This design comes from an exercise in tuning for small area on the open sky130 flow, not from production work. Where RTL was checked, it was by simulation tests only, not by an equivalence proof against the original.

==> trial 33 <==
Design ALU_sync, start of the top module:
module ALU_sync (
  input  wire        clk,
  input  wire [15:0] A, B,
  input  wire [3:0]  ALU_FUN,
  output reg  [15:0] ALU_OUT,
  output reg         Carry_flag,
  output reg         Arith_flag,
  output reg         Logic_flag,
  output reg         CMP_flag,
  output reg         Shift_flag
);
clock: 35.0 ns
lec_check: 0
abc_area: 1
cap_margin: 20
core_margin: 2
core_utilization: 40
slew_margin: 20
standard.sh (not shown) runs the stock make flow with config.mk's settings and CLKGATE_MAP_FILE= SYNTH_SCRIPT=/design/flow/synth_recipe.tcl, a recipe that flattens the netlist after the stock synthesis.
==> flow/flow/run.sh <==
#!/bin/bash
# The standard layout with three changes:
# - synthesis leaves adders to ABC (no fixed full/half-adder cells), so ABC
#   sees whole paths from the inputs to the registers;
# - ABC's area script maps against a delay target (flow/abc_area.script);
# - the port buffers are the platform's smallest plain buffer.
# ORFS reads its scripts from a copy in this folder that differs from the
# installed one only in abc_area.script.
set -euo pipefail
here=$(pwd)
rm -rf "$here/orfs_scripts"
cp -r "$FLOW_HOME/scripts" "$here/orfs_scripts"
cp "$here/flow/abc_area.script" "$here/orfs_scripts/abc_area.script"
export BUFFER_PORTS_ARGS="-buffer_cell sky130_fd_sc_hd__buf_1"
bash standard.sh "SCRIPTS_DIR=$here/orfs_scripts" "ADDER_MAP_FILE=" \
  "BUFFER_PORTS_ARGS=-buffer_cell sky130_fd_sc_hd__buf_1" finish > standard.log 2>&1
==> flow/flow/abc_area.script <==
strash
dch
map -D 24000
topo
stime -c
buffer -c
upsize -c
dnsize -c
==> trial 50: changes against trial 33 <==
--- a/flow/design.v
+++ b/flow/design.v
@@ -37,55 +37,22 @@
   assign bz[12] = ~|B[15:4];
   assign bz[13] = ~|B[15:3];
   assign bz[14] = ~|B[15:2];
   assign bz[15] = ~|B[15:1];
   wire bnz = |B;
   wire [15:0] ya = op_mul ? A : ~B;
-  wire [0:0] x15, y15, s15;
-  wire c15, q15;
-  assign x15 = A[15] & fresh_en;
-  assign y15 = ya[0:0];
-  wire [1:0] k15;
-  assign k15[0] = ~op_mul;
-  assign s15[0] = x15[0] ^ y15[0] ^ k15[0];
-  assign k15[1] = (x15[0] & y15[0]) | (k15[0] & (x15[0] ^ y15[0]));
-  assign c15 = k15[1];
-  assign q15 = c15 & bz[15];
-  wire sel15 = (op_mul & B[15]) | (op_div & q15);
-  wire [0:0] o15 = sel15 ? s15 : x15;
-  wire [1:0] x14, y14, s14;
-  wire c14, q14;
-  assign x14 = {o15, A[14] & fresh_en};
-  assign y14 = ya[1:0];
-  wire [2:0] k14;
-  assign k14[0] = ~op_mul;
-  assign s14[0] = x14[0] ^ y14[0] ^ k14[0];
-  assign k14[1] = (x14[0] & y14[0]) | (k14[0] & (x14[0] ^ y14[0]));
-  assign s14[1] = x14[1] ^ y14[1] ^ k14[1];
-  assign k14[2] = (x14[1] & y14[1]) | (k14[1] & (x14[1] ^ y14[1]));
-  assign c14 = k14[2];
-  assign q14 = c14 & bz[14];
-  wire sel14 = (op_mul & B[14]) | (op_div & q14);
-  wire [1:0] o14 = sel14 ? s14 : x14;
-  wire [2:0] x13, y13, s13;
-  wire c13, q13;
-  assign x13 = {o14, A[13] & fresh_en};
-  assign y13 = ya[2:0];
-  wire [2:0] p13 = x13 ^ y13;
-  wire [2:0] g13;
-  assign g13[0] = (x13[0] & y13[0]) | (~op_mul & p13[0]);
-  assign g13[2:1] = x13[2:1] & y13[2:1];
-  wire G13_0 = g13[1] | (p13[1] & g13[0]);
-  wire G13_1 = g13[2] | (p13[2] & G13_0);
-  assign s13[0] = p13[0] ^ ~op_mul;
-  assign s13[1] = p13[1] ^ g13[0];
-  assign s13[2] = p13[2] ^ G13_0;
-  assign c13 = G13_1;
-  assign q13 = c13 & bz[13];
-  wire sel13 = (op_mul & B[13]) | (op_div & q13);
-  wire [2:0] o13 = sel13 ? s13 : x13;
+  wire [2:0] ta = A[15:13];
+  wire [2:0] tb = B[2:0];
+  wire tdiv = bz[13] & (tb != 3'd0);
+  wire [2:0] tq = tdiv ? ta / tb : 3'd0;
+  wire [2:0] tr = tdiv ? ta % tb : ta;
+  wire [2:0] tm = A[2:0] * B[15:13];
+  wire [2:0] o13 = op_mul ? tm : (op_div ? tr : ta);
+  wire q15 = tq[2];
+  wire q14 = tq[1];
+  wire q13 = tq[0];
   wire [3:0] x12, y12, s12;
   wire c12, q12;
   assign x12 = {o13, A[12] & fresh_en};
   assign y12 = ya[3:0];
   wire [3:0] p12 = x12 ^ y12;
   wire [3:0] g12;
@@ -670,22 +637,21 @@
   assign q0 = c0 & bz[0];
   wire [15:0] quo = {q15, q14, q13, q12, q11, q10, q9, q8, q7, q6, q5, q4, q3, q2, q1, q0};
   wire c0_out = c0;
   wire eq = ~|s0;
   wire lt = ~c0;
   wire gt = c0 & ~eq;
-  wire [15:0] la = g0, lx = p0, lo = p0 | g0;
   reg [15:0] logic_out;
   always @(*) begin
     case (ALU_FUN)
-      4'b0100: logic_out = la;
-      4'b0101: logic_out = lo;
-      4'b0110: logic_out = ~la;
-      4'b0111: logic_out = ~lo;
-      4'b1000: logic_out = lx;
-      4'b1001: logic_out = ~lx;
+      4'b0100: logic_out = A & B;
+      4'b0101: logic_out = A | B;
+      4'b0110: logic_out = ~(A & B);
+      4'b0111: logic_out = ~(A | B);
+      4'b1000: logic_out = A ^ B;
+      4'b1001: logic_out = ~(A ^ B);
       default: logic_out = 16'b0;
     endcase
   end
   wire arith0 = op_add | op_sub | (op_mul & B[0]);
   wire [15:0] res = ({16{arith0}} & s0)
                   | ({16{op_mul & ~B[0]}} & x0)
==> flow/flow/run.sh (replaced) <==
#!/bin/bash
# The standard layout, with the input and output port buffers made from
# the platform's smallest plain buffer instead of the resizer's default pick.
set -euo pipefail
export BUFFER_PORTS_ARGS="-buffer_cell sky130_fd_sc_hd__buf_1"
bash standard.sh "BUFFER_PORTS_ARGS=-buffer_cell sky130_fd_sc_hd__buf_1" finish > standard.log 2>&1
--- a/flow/config.mk
+++ b/flow/config.mk
@@ -6,7 +6,8 @@
 export NUM_CORES = 4
 export LEC_CHECK = 0
 export ABC_AREA = 1
 export CAP_MARGIN = 20
 export CORE_MARGIN = 2
 export CORE_UTILIZATION = 40
+export SETUP_SLACK_MARGIN = -0.8
 export SLEW_MARGIN = 20
removed: flow/flow/abc_area.script
==> trial 26: changes against trial 33 <==
--- a/flow/design.v
+++ b/flow/design.v
@@ -36,60 +36,26 @@
   assign bz[11] = ~|B[15:5];
   assign bz[12] = ~|B[15:4];
   assign bz[13] = ~|B[15:3];
   assign bz[14] = ~|B[15:2];
   assign bz[15] = ~|B[15:1];
   wire bnz = |B;
-  wire [15:0] ya = op_mul ? A : ~B;
-  wire [0:0] x15, y15, s15;
-  wire c15, q15;
-  assign x15 = A[15] & fresh_en;
-  assign y15 = ya[0:0];
-  wire [1:0] k15;
-  assign k15[0] = ~op_mul;
-  assign s15[0] = x15[0] ^ y15[0] ^ k15[0];
-  assign k15[1] = (x15[0] & y15[0]) | (k15[0] & (x15[0] ^ y15[0]));
-  assign c15 = k15[1];
-  assign q15 = c15 & bz[15];
-  wire sel15 = (op_mul & B[15]) | (op_div & q15);
-  wire [0:0] o15 = sel15 ? s15 : x15;
-  wire [1:0] x14, y14, s14;
-  wire c14, q14;
-  assign x14 = {o15, A[14] & fresh_en};
-  assign y14 = ya[1:0];
-  wire [2:0] k14;
-  assign k14[0] = ~op_mul;
-  assign s14[0] = x14[0] ^ y14[0] ^ k14[0];
-  assign k14[1] = (x14[0] & y14[0]) | (k14[0] & (x14[0] ^ y14[0]));
-  assign s14[1] = x14[1] ^ y14[1] ^ k14[1];
-  assign k14[2] = (x14[1] & y14[1]) | (k14[1] & (x14[1] ^ y14[1]));
-  assign c14 = k14[2];
-  assign q14 = c14 & bz[14];
-  wire sel14 = (op_mul & B[14]) | (op_div & q14);
-  wire [1:0] o14 = sel14 ? s14 : x14;
-  wire [2:0] x13, y13, s13;
-  wire c13, q13;
-  assign x13 = {o14, A[13] & fresh_en};
-  assign y13 = ya[2:0];
-  wire [2:0] p13 = x13 ^ y13;
-  wire [2:0] g13;
-  assign g13[0] = (x13[0] & y13[0]) | (~op_mul & p13[0]);
-  assign g13[2:1] = x13[2:1] & y13[2:1];
-  wire G13_0 = g13[1] | (p13[1] & g13[0]);
-  wire G13_1 = g13[2] | (p13[2] & G13_0);
-  assign s13[0] = p13[0] ^ ~op_mul;
-  assign s13[1] = p13[1] ^ g13[0];
-  assign s13[2] = p13[2] ^ G13_0;
-  assign c13 = G13_1;
-  assign q13 = c13 & bz[13];
-  wire sel13 = (op_mul & B[13]) | (op_div & q13);
-  wire [2:0] o13 = sel13 ? s13 : x13;
+  wire [2:0] ta = A[15:13];
+  wire [2:0] tb = B[2:0];
+  wire tdiv = bz[13] & (tb != 3'd0);
+  wire [2:0] tq = tdiv ? ta / tb : 3'd0;
+  wire [2:0] tr = tdiv ? ta % tb : ta;
+  wire [2:0] tm = A[2:0] * B[15:13];
+  wire [2:0] o13 = op_mul ? tm : (op_div ? tr : ta);
+  wire q15 = tq[2];
+  wire q14 = tq[1];
+  wire q13 = tq[0];
   wire [3:0] x12, y12, s12;
   wire c12, q12;
   assign x12 = {o13, A[12] & fresh_en};
-  assign y12 = ya[3:0];
+  assign y12 = op_mul ? (A[3:0] & {4{B[12]}}) : ~B[3:0];
   wire [3:0] p12 = x12 ^ y12;
   wire [3:0] g12;
   assign g12[0] = (x12[0] & y12[0]) | (~op_mul & p12[0]);
   assign g12[3:1] = x12[3:1] & y12[3:1];
   wire G12_0 = g12[1] | (p12[1] & g12[0]);
   wire G12_1 = g12[3] | (p12[3] & g12[2]);
@@ -99,18 +65,18 @@
   assign s12[0] = p12[0] ^ ~op_mul;
   assign s12[1] = p12[1] ^ g12[0];
   assign s12[2] = p12[2] ^ G12_0;
   assign s12[3] = p12[3] ^ G12_2;
   assign c12 = G12_3;
   assign q12 = c12 & bz[12];
-  wire sel12 = (op_mul & B[12]) | (op_div & q12);
+  wire sel12 = op_mul | (op_div & q12);
   wire [3:0] o12 = sel12 ? s12 : x12;
   wire [4:0] x11, y11, s11;
   wire c11, q11;
   assign x11 = {o12, A[11] & fresh_en};
-  assign y11 = ya[4:0];
+  assign y11 = op_mul ? (A[4:0] & {5{B[11]}}) : ~B[4:0];
   wire [4:0] p11 = x11 ^ y11;
   wire [4:0] g11;
   assign g11[0] = (x11[0] & y11[0]) | (~op_mul & p11[0]);
   assign g11[4:1] = x11[4:1] & y11[4:1];
   wire G11_0 = g11[1] | (p11[1] & g11[0]);
   wire G11_1 = g11[3] | (p11[3] & g11[2]);
@@ -122,18 +88,18 @@
   assign s11[1] = p11[1] ^ g11[0];
   assign s11[2] = p11[2] ^ G11_0;
   assign s11[3] = p11[3] ^ G11_2;
   assign s11[4] = p11[4] ^ G11_3;
   assign c11 = G11_4;
   assign q11 = c11 & bz[11];
-  wire sel11 = (op_mul & B[11]) | (op_div & q11);
+  wire sel11 = op_mul | (op_div & q11);
   wire [4:0] o11 = sel11 ? s11 : x11;
   wire [5:0] x10, y10, s10;
   wire c10, q10;
   assign x10 = {o11, A[10] & fresh_en};
-  assign y10 = ya[5:0];
+  assign y10 = op_mul ? (A[5:0] & {6{B[10]}}) : ~B[5:0];
   wire [5:0] p10 = x10 ^ y10;
   wire [5:0] g10;
   assign g10[0] = (x10[0] & y10[0]) | (~op_mul & p10[0]);
   assign g10[5:1] = x10[5:1] & y10[5:1];
   wire G10_0 = g10[1] | (p10[1] & g10[0]);
   wire G10_1 = g10[3] | (p10[3] & g10[2]);
@@ -149,18 +115,18 @@
   assign s10[2] = p10[2] ^ G10_0;
   assign s10[3] = p10[3] ^ G10_3;
   assign s10[4] = p10[4] ^ G10_4;
   assign s10[5] = p10[5] ^ G10_5;
   assign c10 = G10_6;
   assign q10 = c10 & bz[10];
-  wire sel10 = (op_mul & B[10]) | (op_div & q10);
+  wire sel10 = op_mul | (op_div & q10);
   wire [5:0] o10 = sel10 ? s10 : x10;
   wire [6:0] x9, y9, s9;
   wire c9, q9;
   assign x9 = {o10, A[9] & fresh_en};
-  assign y9 = ya[6:0];
+  assign y9 = op_mul ? (A[6:0] & {7{B[9]}}) : ~B[6:0];
   wire [6:0] p9 = x9 ^ y9;
   wire [6:0] g9;
   assign g9[0] = (x9[0] & y9[0]) | (~op_mul & p9[0]);
   assign g9[6:1] = x9[6:1] & y9[6:1];
   wire G9_0 = g9[1] | (p9[1] & g9[0]);
   wire G9_1 = g9[3] | (p9[3] & g9[2]);
@@ -180,18 +146,18 @@
   assign s9[3] = p9[3] ^ G9_3;
   assign s9[4] = p9[4] ^ G9_4;
   assign s9[5] = p9[5] ^ G9_6;
   assign s9[6] = p9[6] ^ G9_7;
   assign c9 = G9_8;
   assign q9 = c9 & bz[9];
-  wire sel9 = (op_mul & B[9]) | (op_div & q9);
+  wire sel9 = op_mul | (op_div & q9);
   wire [6:0] o9 = sel9 ? s9 : x9;
   wire [7:0] x8, y8, s8;
   wire c8, q8;
   assign x8 = {o9, A[8] & fresh_en};
-  assign y8 = ya[7:0];
+  assign y8 = op_mul ? (A[7:0] & {8{B[8]}}) : ~B[7:0];
   wire [7:0] p8 = x8 ^ y8;
   wire [7:0] g8;
   assign g8[0] = (x8[0] & y8[0]) | (~op_mul & p8[0]);
   assign g8[7:1] = x8[7:1] & y8[7:1];
   wire G8_0 = g8[1] | (p8[1] & g8[0]);
   wire G8_1 = g8[3] | (p8[3] & g8[2]);
@@ -217,18 +183,18 @@
   assign s8[4] = p8[4] ^ G8_5;
   assign s8[5] = p8[5] ^ G8_8;
   assign s8[6] = p8[6] ^ G8_9;
   assign s8[7] = p8[7] ^ G8_10;
   assign c8 = G8_11;
   assign q8 = c8 & bz[8];
-  wire sel8 = (op_mul & B[8]) | (op_div & q8);
+  wire sel8 = op_mul | (op_div & q8);
   wire [7:0] o8 = sel8 ? s8 : x8;
   wire [8:0] x7, y7, s7;
   wire c7, q7;
   assign x7 = {o8, A[7] & fresh_en};
-  assign y7 = ya[8:0];
+  assign y7 = op_mul ? (A[8:0] & {9{B[7]}}) : ~B[8:0];
   wire [8:0] p7 = x7 ^ y7;
   wire [8:0] g7;
   assign g7[0] = (x7[0] & y7[0]) | (~op_mul & p7[0]);
   assign g7[8:1] = x7[8:1] & y7[8:1];
   wire G7_0 = g7[1] | (p7[1] & g7[0]);
   wire G7_1 = g7[3] | (p7[3] & g7[2]);
@@ -256,18 +222,18 @@
   assign s7[5] = p7[5] ^ G7_8;
   assign s7[6] = p7[6] ^ G7_9;
   assign s7[7] = p7[7] ^ G7_10;
   assign s7[8] = p7[8] ^ G7_11;
   assign c7 = G7_12;
   assign q7 = c7 & bz[7];
-  wire sel7 = (op_mul & B[7]) | (op_div & q7);
+  wire sel7 = op_mul | (op_div & q7);
   wire [8:0] o7 = sel7 ? s7 : x7;
   wire [9:0] x6, y6, s6;
   wire c6, q6;
   assign x6 = {o7, A[6] & fresh_en};
-  assign y6 = ya[9:0];
+  assign y6 = op_mul ? (A[9:0] & {10{B[6]}}) : ~B[9:0];
   wire [9:0] p6 = x6 ^ y6;
   wire [9:0] g6;
   assign g6[0] = (x6[0] & y6[0]) | (~op_mul & p6[0]);
   assign g6[9:1] = x6[9:1] & y6[9:1];
   wire G6_0 = g6[1] | (p6[1] & g6[0]);
   wire G6_1 = g6[3] | (p6[3] & g6[2]);
@@ -299,18 +265,18 @@
   assign s6[6] = p6[6] ^ G6_10;
   assign s6[7] = p6[7] ^ G6_11;
   assign s6[8] = p6[8] ^ G6_12;
   assign s6[9] = p6[9] ^ G6_13;
   assign c6 = G6_14;
   assign q6 = c6 & bz[6];
-  wire sel6 = (op_mul & B[6]) | (op_div & q6);
+  wire sel6 = op_mul | (op_div & q6);
   wire [9:0] o6 = sel6 ? s6 : x6;
   wire [10:0] x5, y5, s5;
   wire c5, q5;
   assign x5 = {o6, A[5] & fresh_en};
-  assign y5 = ya[10:0];
+  assign y5 = op_mul ? (A[10:0] & {11{B[5]}}) : ~B[10:0];
   wire [10:0] p5 = x5 ^ y5;
   wire [10:0] g5;
   assign g5[0] = (x5[0] & y5[0]) | (~op_mul & p5[0]);
   assign g5[10:1] = x5[10:1] & y5[10:1];
   wire G5_0 = g5[1] | (p5[1] & g5[0]);
   wire G5_1 = g5[3] | (p5[3] & g5[2]);
@@ -346,18 +312,18 @@
   assign s5[7] = p5[7] ^ G5_12;
   assign s5[8] = p5[8] ^ G5_13;
   assign s5[9] = p5[9] ^ G5_14;
   assign s5[10] = p5[10] ^ G5_15;
   assign c5 = G5_16;
   assign q5 = c5 & bz[5];
-  wire sel5 = (op_mul & B[5]) | (op_div & q5);
+  wire sel5 = op_mul | (op_div & q5);
   wire [10:0] o5 = sel5 ? s5 : x5;
   wire [11:0] x4, y4, s4;
   wire c4, q4;
   assign x4 = {o5, A[4] & fresh_en};
-  assign y4 = ya[11:0];
+  assign y4 = op_mul ? (A[11:0] & {12{B[4]}}) : ~B[11:0];
   wire [11:0] p4 = x4 ^ y4;
   wire [11:0] g4;
   assign g4[0] = (x4[0] & y4[0]) | (~op_mul & p4[0]);
   assign g4[11:1] = x4[11:1] & y4[11:1];
   wire G4_0 = g4[1] | (p4[1] & g4[0]);
   wire G4_1 = g4[3] | (p4[3] & g4[2]);
@@ -399,18 +365,18 @@
   assign s4[8] = p4[8] ^ G4_15;
   assign s4[9] = p4[9] ^ G4_16;
   assign s4[10] = p4[10] ^ G4_17;
   assign s4[11] = p4[11] ^ G4_18;
   assign c4 = G4_19;
   assign q4 = c4 & bz[4];
-  wire sel4 = (op_mul & B[4]) | (op_div & q4);
+  wire sel4 = op_mul | (op_div & q4);
   wire [11:0] o4 = sel4 ? s4 : x4;
   wire [12:0] x3, y3, s3;
   wire c3, q3;
   assign x3 = {o4, A[3] & fresh_en};
-  assign y3 = ya[12:0];
+  assign y3 = op_mul ? (A[12:0] & {13{B[3]}}) : ~B[12:0];
   wire [12:0] p3 = x3 ^ y3;
   wire [12:0] g3;
   assign g3[0] = (x3[0] & y3[0]) | (~op_mul & p3[0]);
   assign g3[12:1] = x3[12:1] & y3[12:1];
   wire G3_0 = g3[1] | (p3[1] & g3[0]);
   wire G3_1 = g3[3] | (p3[3] & g3[2]);
@@ -456,18 +422,18 @@
   assign s3[9] = p3[9] ^ G3_17;
   assign s3[10] = p3[10] ^ G3_18;
   assign s3[11] = p3[11] ^ G3_19;
   assign s3[12] = p3[12] ^ G3_20;
   assign c3 = G3_21;
   assign q3 = c3 & bz[3];
-  wire sel3 = (op_mul & B[3]) | (op_div & q3);
+  wire sel3 = op_mul | (op_div & q3);
   wire [12:0] o3 = sel3 ? s3 : x3;
   wire [13:0] x2, y2, s2;
   wire c2, q2;
   assign x2 = {o3, A[2] & fresh_en};
-  assign y2 = ya[13:0];
+  assign y2 = op_mul ? (A[13:0] & {14{B[2]}}) : ~B[13:0];
   wire [13:0] p2 = x2 ^ y2;
   wire [13:0] g2;
   assign g2[0] = (x2[0] & y2[0]) | (~op_mul & p2[0]);
   assign g2[13:1] = x2[13:1] & y2[13:1];
   wire G2_0 = g2[1] | (p2[1] & g2[0]);
   wire G2_1 = g2[3] | (p2[3] & g2[2]);
@@ -519,18 +485,18 @@
   assign s2[10] = p2[10] ^ G2_20;
   assign s2[11] = p2[11] ^ G2_21;
   assign s2[12] = p2[12] ^ G2_22;
   assign s2[13] = p2[13] ^ G2_23;
   assign c2 = G2_24;
   assign q2 = c2 & bz[2];
-  wire sel2 = (op_mul & B[2]) | (op_div & q2);
+  wire sel2 = op_mul | (op_div & q2);
   wire [13:0] o2 = sel2 ? s2 : x2;
   wire [14:0] x1, y1, s1;
   wire c1, q1;
   assign x1 = {o2, A[1] & fresh_en};
-  assign y1 = ya[14:0];
+  assign y1 = op_mul ? (A[14:0] & {15{B[1]}}) : ~B[14:0];
   wire [14:0] p1 = x1 ^ y1;
   wire [14:0] g1;
   assign g1[0] = (x1[0] & y1[0]) | (~op_mul & p1[0]);
   assign g1[14:1] = x1[14:1] & y1[14:1];
   wire G1_0 = g1[1] | (p1[1] & g1[0]);
   wire G1_1 = g1[3] | (p1[3] & g1[2]);
@@ -588,18 +554,18 @@
   assign s1[11] = p1[11] ^ G1_23;
   assign s1[12] = p1[12] ^ G1_24;
   assign s1[13] = p1[13] ^ G1_25;
   assign s1[14] = p1[14] ^ G1_26;
   assign c1 = G1_27;
   assign q1 = c1 & bz[1];
-  wire sel1 = (op_mul & B[1]) | (op_div & q1);
+  wire sel1 = op_mul | (op_div & q1);
   wire [14:0] o1 = sel1 ? s1 : x1;
   wire [15:0] x0, y0, s0;
   wire c0, q0;
   assign x0 = {o1, A[0] & fresh_en};
-  assign y0 = op_mul ? A : (B ^ {16{sub0}});
+  assign y0 = op_mul ? (A & {16{B[0]}}) : (B ^ {16{sub0}});
   wire [15:0] p0 = x0 ^ y0;
   wire [15:0] g0;
   assign g0[0] = (x0[0] & y0[0]) | (sub0 & p0[0]);
   assign g0[15:1] = x0[15:1] & y0[15:1];
   wire G0_0 = g0[1] | (p0[1] & g0[0]);
   wire G0_1 = g0[3] | (p0[3] & g0[2]);
@@ -670,28 +636,26 @@
   assign q0 = c0 & bz[0];
   wire [15:0] quo = {q15, q14, q13, q12, q11, q10, q9, q8, q7, q6, q5, q4, q3, q2, q1, q0};
   wire c0_out = c0;
   wire eq = ~|s0;
   wire lt = ~c0;
   wire gt = c0 & ~eq;
-  wire [15:0] la = g0, lx = p0, lo = p0 | g0;
   reg [15:0] logic_out;
   always @(*) begin
     case (ALU_FUN)
-      4'b0100: logic_out = la;
-      4'b0101: logic_out = lo;
-      4'b0110: logic_out = ~la;
-      4'b0111: logic_out = ~lo;
-      4'b1000: logic_out = lx;
-      4'b1001: logic_out = ~lx;
+      4'b0100: logic_out = A & B;
+      4'b0101: logic_out = A | B;
+      4'b0110: logic_out = ~(A & B);
+      4'b0111: logic_out = ~(A | B);
+      4'b1000: logic_out = A ^ B;
+      4'b1001: logic_out = ~(A ^ B);
       default: logic_out = 16'b0;
     endcase
   end
-  wire arith0 = op_add | op_sub | (op_mul & B[0]);
+  wire arith0 = op_add | op_sub | op_mul;
   wire [15:0] res = ({16{arith0}} & s0)
-                  | ({16{op_mul & ~B[0]}} & x0)
                   | ({16{op_div & bnz}} & quo)
                   | logic_out
                   | {14'b0, (op_gt & gt) | (op_lt & lt), (op_eq & eq) | (op_lt & lt)}
                   | ({16{op_shr}} & {1'b0, A[15:1]})
                   | ({16{op_shl}} & {A[14:0], 1'b0});
   always @(posedge clk) begin
==> flow/flow/run.sh (replaced) <==
#!/bin/bash
# The standard layout with two changes:
# - ABC's area script maps for area only (flow/abc_area.script);
# - the port buffers are the platform's smallest plain buffer.
# ORFS reads its scripts from a copy in this folder that differs from the
# installed one only in abc_area.script.
set -euo pipefail
here=$(pwd)
rm -rf "$here/orfs_scripts"
cp -r "$FLOW_HOME/scripts" "$here/orfs_scripts"
cp "$here/flow/abc_area.script" "$here/orfs_scripts/abc_area.script"
export BUFFER_PORTS_ARGS="-buffer_cell sky130_fd_sc_hd__buf_1"
bash standard.sh "SCRIPTS_DIR=$here/orfs_scripts" \
  "BUFFER_PORTS_ARGS=-buffer_cell sky130_fd_sc_hd__buf_1" finish > standard.log 2>&1
==> flow/flow/abc_area.script (replaced) <==
strash
dch
map -a
topo
stime -c
buffer -c
upsize -c
dnsize -c
--- a/flow/config.mk
+++ b/flow/config.mk
@@ -5,8 +5,9 @@
 export SDC_FILE = /design/flow/constraint.sdc
 export NUM_CORES = 4
 export LEC_CHECK = 0
 export ABC_AREA = 1
 export CAP_MARGIN = 20
 export CORE_MARGIN = 2
-export CORE_UTILIZATION = 40
+export CORE_UTILIZATION = 45
+export SETUP_SLACK_MARGIN = -0.8
 export SLEW_MARGIN = 20
==> trial 59: changes against trial 33 <==
--- a/flow/config.mk
+++ b/flow/config.mk
@@ -6,7 +6,8 @@
 export NUM_CORES = 4
 export LEC_CHECK = 0
 export ABC_AREA = 1
 export CAP_MARGIN = 20
 export CORE_MARGIN = 2
 export CORE_UTILIZATION = 40
+export GPL_TIMING_DRIVEN = 0
 export SLEW_MARGIN = 20
==> results.json <==
{
  "run_status": "timing/DRC/antenna clean",
  "final_common_cell": "nand2_1",
  "num_vias": 12200,
  "grt_start_max_net_pins": 47,
  "fin_hold_ws_ns": 7.07,
  "required_ns": 35.09,
  "cellInternalPower_mw": 0.152,
  "final_cell_mix": "nand2_1 (333), nor2_1 (295), inv_1 (253), buf_4 (130), xor2_1 (77)",
  "wl_met3_um": 3290,
  "seq_area_frac_synth_pct": 4.67,
  "finalInstanceArea_um2": 11800,
  "n_tap_cell": 280,
  "grt_use_met2_pct": 43.0,
  "instances_no_fill": 2172,
  "clkPwrFrac_pct": 6.9,
  "placed_area_um2": 9480,
  "cp_top_family": "compound AO/OA/AOI/OAI gates",
  "drive_gt1_share_pct": 23.9,
  "synthesis.nets": 1767
}
-- figures above: trial 33

==> results.json <==
{
  "run_status": "timing/DRC/antenna clean",
  "n_tap_cell": 280,
  "num_vias": 10800,
  "required_ns": 35.11,
  "wl_met3_um": 3460,
  "drive_gt1_share_pct": 14.1,
  "grt_start_max_net_pins": 64,
  "finalInstanceArea_um2": 10900,
  "clkPwrFrac_pct": 7.2,
  "synthesis.nets": 1677,
  "instances_no_fill": 1770,
  "fin_hold_ws_ns": 7.07,
  "placed_area_um2": 10600,
  "final_cell_mix": "nor2_1 (173), inv_1 (167), nand2_1 (151), ha_1 (144), a21oi_1 (124)"
}
-- figures above: trial 26

==> results.json <==
{
  "cp_top_family": "simple AND/OR/NAND/NOR gates",
  "cellInternalPower_mw": 0.140,
  "drive_gt1_share_pct": 20.5,
  "grt_use_met2_pct": 43.1,
  "grt_start_max_net_pins": 27,
  "seq_area_frac_synth_pct": 4.30,
  "wl_met3_um": 1640,
  "finalInstanceArea_um2": 11300,
  "synthesis.nets": 1679,
  "final_common_cell": "nand2_1",
  "clkPwrFrac_pct": 8.0,
  "run_status": "timing/DRC/antenna clean",
  "n_tap_cell": 324,
  "required_ns": 35.13
}
-- figures above: trial 50

==> results.json <==
{
  "final_common_cell": "nand2_1",
  "synthesis.nets": 1767,
  "crit_slowest_cell": "o41ai_4",
  "n_tap_cell": 280,
  "wl_met3_um": 2370,
  "clkPwrFrac_pct": 6.8,
  "run_status": "timing/DRC/antenna clean",
  "finalInstanceArea_um2": 12100,
  "drive_gt1_share_pct": 27.1,
  "seq_area_frac_synth_pct": 4.67,
  "final_cell_mix": "nand2_1 (326), nor2_1 (265), inv_1 (242), buf_4 (113), xor2_1 (76)",
  "fin_hold_ws_ns": 7.05,
  "switchingPower_mw": 0.211,
  "cp_top_family": "compound AO/OA/AOI/OAI gates",
  "placed_area_um2": 9560,
  "cellInternalPower_mw": 0.160,
  "grt_start_max_net_pins": 13,
  "grt_use_met2_pct": 46.7
}
-- figures above: trial 59

For trial 33, trial 50 and trial 59, only the layout was checked, not whether the RTL still works.

## afterwards: timing with drivers on the ports
The results above use ideal ports. As a check the final layouts listed here were re-extracted and re-timed, cells and wires unchanged.
Step 1: set_driving_cell puts a clkbuf_16 on clk and a buf_2 on each other input, an assumption about the parent block.
Step 2 also shifts input and output timing later by t, the mid clock arrival at the registers, as if the neighbouring blocks saw the same clock.
Three values: ideal, step 1, step 2; two values: the first two.
run	t (ns)	setup WS [ns]	hold WS [ns]	worst data-port slew with drivers (ns)
trial 33	0.289	0.716 / 0.718 / 0.429	7.071 / 7.062 / 7.351	0.04
trial 50	0.284	1.431 / 1.444 / 1.159	7.072 / 7.058 / 7.342	0.03
trial 26	0.286	1.437 / 1.448 / 1.161	7.065 / 7.067 / 7.353	0.04
trial 59	0.293	0.755 / 0.766 / 0.473	7.054 / 7.043 / 7.336	0.06
After both steps every run listed still meets setup and hold. The setup slack of trial 33, which loses most, moves by +0.002 ns with the drivers and by -0.287 ns with both steps.
